Source: an optimization exercise on an open RTL-to-GDS flow (aim: small area). Production flows keep margins and buffers that such runs may drop.
In this exercise RTL edits were held to simulation tests only and were not proved equivalent to the original.
No driver is modelled on the clock port, so clock power and skew are understated where the tree is cut down; a real chip needs a root buffer or a tree.
Power is estimated from default activity; no workload was simulated.

Setup of 05-01:
==> flow/design.v <==
`timescale 1ns / 1ps
module main(
    input clk,
    input rst,        
    input [9:0] sw,   
    output reg [6:0] segmentos,
    output reg [7:0] anodos
);
    reg [13:0] c;
    always @(posedge clk) c <= rst ? 14'd0 : c + 14'd1;
    wire ts  = (c[1:0] == 2'b10);           
    wire ta1 = (c == 14'h2000);             
    wire cap = (c[10:0] == 11'h002);        
    wire app = (c[10:0] == 11'h00A);        
    wire err   = (sw[7] & sw[8]) | (sw[7] & sw[9]) | (sw[8] & sw[9]);
    wire m_err = sw[0] & err;
    wire m_a3  = sw[0] & ~err & sw[9];
    wire m_a2  = sw[0] & ~err & sw[8];
    wire m_a1  = sw[0] & ~err & sw[7];
    wire m_nom = sw[0] & ~(sw[7] | sw[8] | sw[9]);
    localparam [2:0] G_NONE = 3'd0, G_ERR = 3'd1, G_A2 = 3'd2, G_A3 = 3'd3, G_NOM = 3'd4;
    reg [2:0] g;       
    reg [2:0] k;       
    reg [2:0] n;       
    always @(posedge clk) begin
        if (rst) begin
            g <= G_NONE;
            n <= 3'd1;
        end else if (ts) begin
            if (m_err) begin
                k <= (g == G_ERR && k != 3'd4) ? k + 3'd1 : 3'd0;
                g <= G_ERR;
            end else if (m_a2) begin
                k <= (g == G_A2) ? k + 3'd1 : 3'd0;
                g <= G_A2;
            end else if (m_a3) begin
                k <= (g == G_A3) ? k + 3'd1 : 3'd0;
                g <= G_A3;
            end else if (m_nom) begin
                k <= n;
                n <= (n == 3'd5) ? 3'd1 : n + 3'd1;
                g <= G_NOM;
            end else begin
                g <= G_NONE;
            end
        end
    end
    reg       f;       
    reg [2:0] p;       
    reg [3:0] w;       
    always @(posedge clk) begin
        if (cap) f <= c[11] ? m_a2 : (c[12] & m_a3);
        if (rst) begin
            p <= 3'd0;
            w <= 4'd7;
        end else begin
            if (app & f & c[11]) p <= p + 3'd1;
            if (w == 4'd7) begin
                if (c[2] & c[1]) w <= 4'd0;
            end else if (app & f & ~c[11]) begin
                w <= (w == 4'd4) ? 4'd8 : w + 4'd1;
            end
        end
    end
    reg [2:0] a;       
    reg [2:0] m;       
    always @(posedge clk) begin
        if (rst) begin
            a <= 3'd0;
            m <= 3'd0;
        end else if (ta1) begin
            if (m_a1) begin
                a <= (a == 3'd5) ? 3'd1 : a + 3'd1;
                if (a == 3'd5 && m != 3'd5) m <= m + 3'd1;
            end else begin
                a <= 3'd0;
                m <= 3'd0;
            end
        end
    end
    function [6:0] name(input [2:0] t);    
        case (t)
            3'd1: name = 7'b0001000;  
            3'd2: name = 7'b1100011;  
            3'd3: name = 7'b1111011;  
            default: name = 7'b0100001;  
        endcase
    endfunction
    function [6:0] error_l(input [2:0] x);
        case (x)
            3'd0: error_l = 7'b0000110;  
            3'd3: error_l = 7'b1000000;  
            default: error_l = 7'b0101111;  
        endcase
    endfunction
    wire match = (m_err & g == G_ERR) | (m_a2 & g == G_A2) |
                 (m_a3 & g == G_A3) | (m_nom & g == G_NOM);
    wire on = m_a1 ? (a != 3'd0) : match;
    wire [2:0] pos = m_a1 ? a : k;
    wire [2:0] o2 = p[2] ? 3'd0 - p : p;   
    reg [3:0] base;
    always @(*) begin
        if (m_a1)           base = 4'hF;
        else if (g == G_A2) base = {1'b0, o2} - 4'd3;
        else if (g == G_A3) base = w;
        else                base = 4'hF;
    end
    wire [3:0] t = {1'b0, pos} + base;
    wire show1 = (m >= a);
    wire valid = (t <= 4'd4) & (~m_a1 | show1);
    always @(*) begin
        segmentos = 7'b1111111;
        anodos = 8'b11111111;
        if (on) begin
            anodos = ~(8'h80 >> pos);
            if (~m_a1 & g == G_ERR) segmentos = error_l(k);
            else if (valid)         segmentos = name(t[2:0]);
        end
    end
endmodule
Settings: LEC_CHECK=0, CAP_MARGIN=20, CORE_MARGIN=2, CORE_UTILIZATION=40, PLACE_DENSITY=0.75, SLEW_MARGIN=20; clock period 10.0 ns.
standard.sh (not shown) runs the stock make flow with config.mk's settings and CLKGATE_MAP_FILE= SYNTH_SCRIPT=/design/flow/synth_recipe.tcl, a recipe that flattens the netlist after the stock synthesis.
==> flow/flow/run.sh <==
#!/bin/bash
# Own layout flow: the standard flow (standard.sh), with
#  - synthesis through flow/synth.tcl: the standard flow's synthesis script unchanged, except
#    that ABC is run several times (deep AIG synthesis with different seeds,
#    then area-oriented mapping) and the smallest result is kept, and the
#    half/full-adder extraction is off (ADDER_MAP_FILE empty);
#  - the port buffers made from sky130_fd_sc_hd__buf_1;
#  - in place of a clock tree, two clock buffers that the clock port drives,
#    each driving the registers of one half of the layout (flow/clkbuf.tcl,
#    run as the CTS step's PRE_CTS_TCL hook).
# Each tool's full output goes to the ORFS logs under orfs/logs, and make's
# output to flow_make.log in this folder.
set -euo pipefail
cd "$(dirname "$0")/.."
HERE=$(pwd)
bash standard.sh \
  "SYNTH_SCRIPT=$HERE/flow/synth.tcl" \
  "ADDER_MAP_FILE=" \
  "BUFFER_PORTS_ARGS=-buffer_cell sky130_fd_sc_hd__buf_1" \
  "PRE_CTS_TCL=$HERE/flow/clkbuf.tcl" \
  finish > "$HERE/flow_make.log" 2>&1
Other scripts of this flow, unchanged in this note and not shown: flow/flow/clkbuf.tcl, flow/flow/synth.tcl
Inputs modified between 05-01 and 07-21:
diff --git a/flow/design.v b/flow/design.v
--- a/flow/design.v
+++ b/flow/design.v
@@ -4,16 +4,20 @@
     input rst,        
     input [9:0] sw,   
     output reg [6:0] segmentos,
     output reg [7:0] anodos
 );
-    reg [13:0] c;
-    always @(posedge clk) c <= rst ? 14'd0 : c + 14'd1;
-    wire ts  = (c[1:0] == 2'b10);           
-    wire ta1 = (c == 14'h2000);             
-    wire cap = (c[10:0] == 11'h002);        
-    wire app = (c[10:0] == 11'h00A);        
+    reg [1:0] ph;
+    reg [11:0] c;
+    always @(posedge clk) begin
+        ph <= rst ? 2'b00 : {ph[0], ~ph[1]};
+        c  <= rst ? 12'd0 : c + {11'd0, ph == 2'b10};
+    end
+    wire ts  = (ph == 2'b11);                  
+    wire ta1 = (ph == 2'b00) && (c == 12'h800);  
+    wire cap = ts && (c[8:0] == 9'h000);       
+    wire app = ts && (c[8:0] == 9'h002);       
     wire err   = (sw[7] & sw[8]) | (sw[7] & sw[9]) | (sw[8] & sw[9]);
     wire m_err = sw[0] & err;
     wire m_a3  = sw[0] & ~err & sw[9];
     wire m_a2  = sw[0] & ~err & sw[8];
     wire m_a1  = sw[0] & ~err & sw[7];
@@ -47,19 +51,19 @@
     end
     reg       f;       
     reg [2:0] p;       
     reg [3:0] w;       
     always @(posedge clk) begin
-        if (cap) f <= c[11] ? m_a2 : (c[12] & m_a3);
+        if (cap) f <= c[9] ? m_a2 : (c[10] & m_a3);
         if (rst) begin
             p <= 3'd0;
             w <= 4'd7;
         end else begin
-            if (app & f & c[11]) p <= p + 3'd1;
+            if (app & f & c[9]) p <= p + 3'd1;
             if (w == 4'd7) begin
-                if (c[2] & c[1]) w <= 4'd0;
-            end else if (app & f & ~c[11]) begin
+                if (ts & c[0]) w <= 4'd0;      
+            end else if (app & f & ~c[9]) begin
                 w <= (w == 4'd4) ? 4'd8 : w + 4'd1;
             end
         end
     end
     reg [2:0] a;       
@@ -98,14 +102,14 @@
     wire on = m_a1 ? (a != 3'd0) : match;
     wire [2:0] pos = m_a1 ? a : k;
     wire [2:0] o2 = p[2] ? 3'd0 - p : p;   
     reg [3:0] base;
     always @(*) begin
-        if (m_a1)           base = 4'hF;
+        if (m_a1)           base = 4'hF;                   
         else if (g == G_A2) base = {1'b0, o2} - 4'd3;
         else if (g == G_A3) base = w;
-        else                base = 4'hF;
+        else                base = 4'hF;                   
     end
     wire [3:0] t = {1'b0, pos} + base;
     wire show1 = (m >= a);
     wire valid = (t <= 4'd4) & (~m_a1 | show1);
     always @(*) begin
Results
Gate count of the mapped netlist (07-21 over 05-01): decrease, 4. Per the comparison of 07-21 with 05-01, wire length of the first global-routing pass decreased about 7%, share of power burned in registers grew by 1.3 points, total power fell by 3.1%, final weighted congestion in routability-driven placement picked up an extra 14%. Delta (07-21 minus 05-01): routed wire length picked up an extra about 0.4%, hold slack went down, time the worst path needs with I/O delays and setup went up by 0.42 ns, required arrival time at the worst endpoint roughly the same. Run comparison: 07-21 dominant combinational cell family by area after synthesis compound AO/OA/AOI/OAI gates; 05-01 dominant combinational cell family by area after synthesis simple AND/OR/NAND/NOR gates. 07-21 vs. 05-01: area added between synthesis and finish fell 0.46 points; post-detailed-route wirelength per cell rose 1.9%. Comparing 07-21 and 05-01, final cycle utilization of the critical path is lower on 05-01. Every stage of the flow completed for 07-21, and the final layout passed the timing, design-rule and antenna checks. Compared with 05-01, 07-21 shows detail-routed via count per cell that has gone up by a few percent. Re area of combinational cells with multiple inputs: 07-21 and 05-01 aren't equal, and the higher value belongs to 05-01.
In every run of this note, the design's own scripts or RTL, not TritonCTS, make the clock network.

==> separate check: timing with driven ports <==
The results above use ideal ports. As a check the final layouts listed here were re-extracted and re-timed, cells and wires unchanged. Step 1 (the two cells are an assumption about what drives the block):
set clk [get_ports {clk}]
set_driving_cell -lib_cell sky130_fd_sc_hd__clkbuf_16 $clk
set_driving_cell -lib_cell sky130_fd_sc_hd__buf_2 [delete_from_list [all_inputs] $clk]
Step 2 times the ports against the registers' clock, not the clock port: input delays grow and output delays shrink by t, the midpoint of the rising clock arrivals with the driver on. Three values: ideal ports, drivers, drivers and shift; two values: the first two.
run	t (ns)	setup slack, ns	worst setup path at the end	latest minus earliest clock arrival (ns)	worst data-port slew with drivers (ns)
05-01	0.202	2.896 / 2.875 / 2.875	input to output	0.013 / 0.013	0.04
07-21	0.205	2.478 / 2.455 / 2.455	input to output	0.013 / 0.013	0.03
After both steps every run listed still meets setup and hold. For 07-21, which loses most, drivers alone change the setup slack by -0.023 ns; drivers and shift together by -0.023 ns.
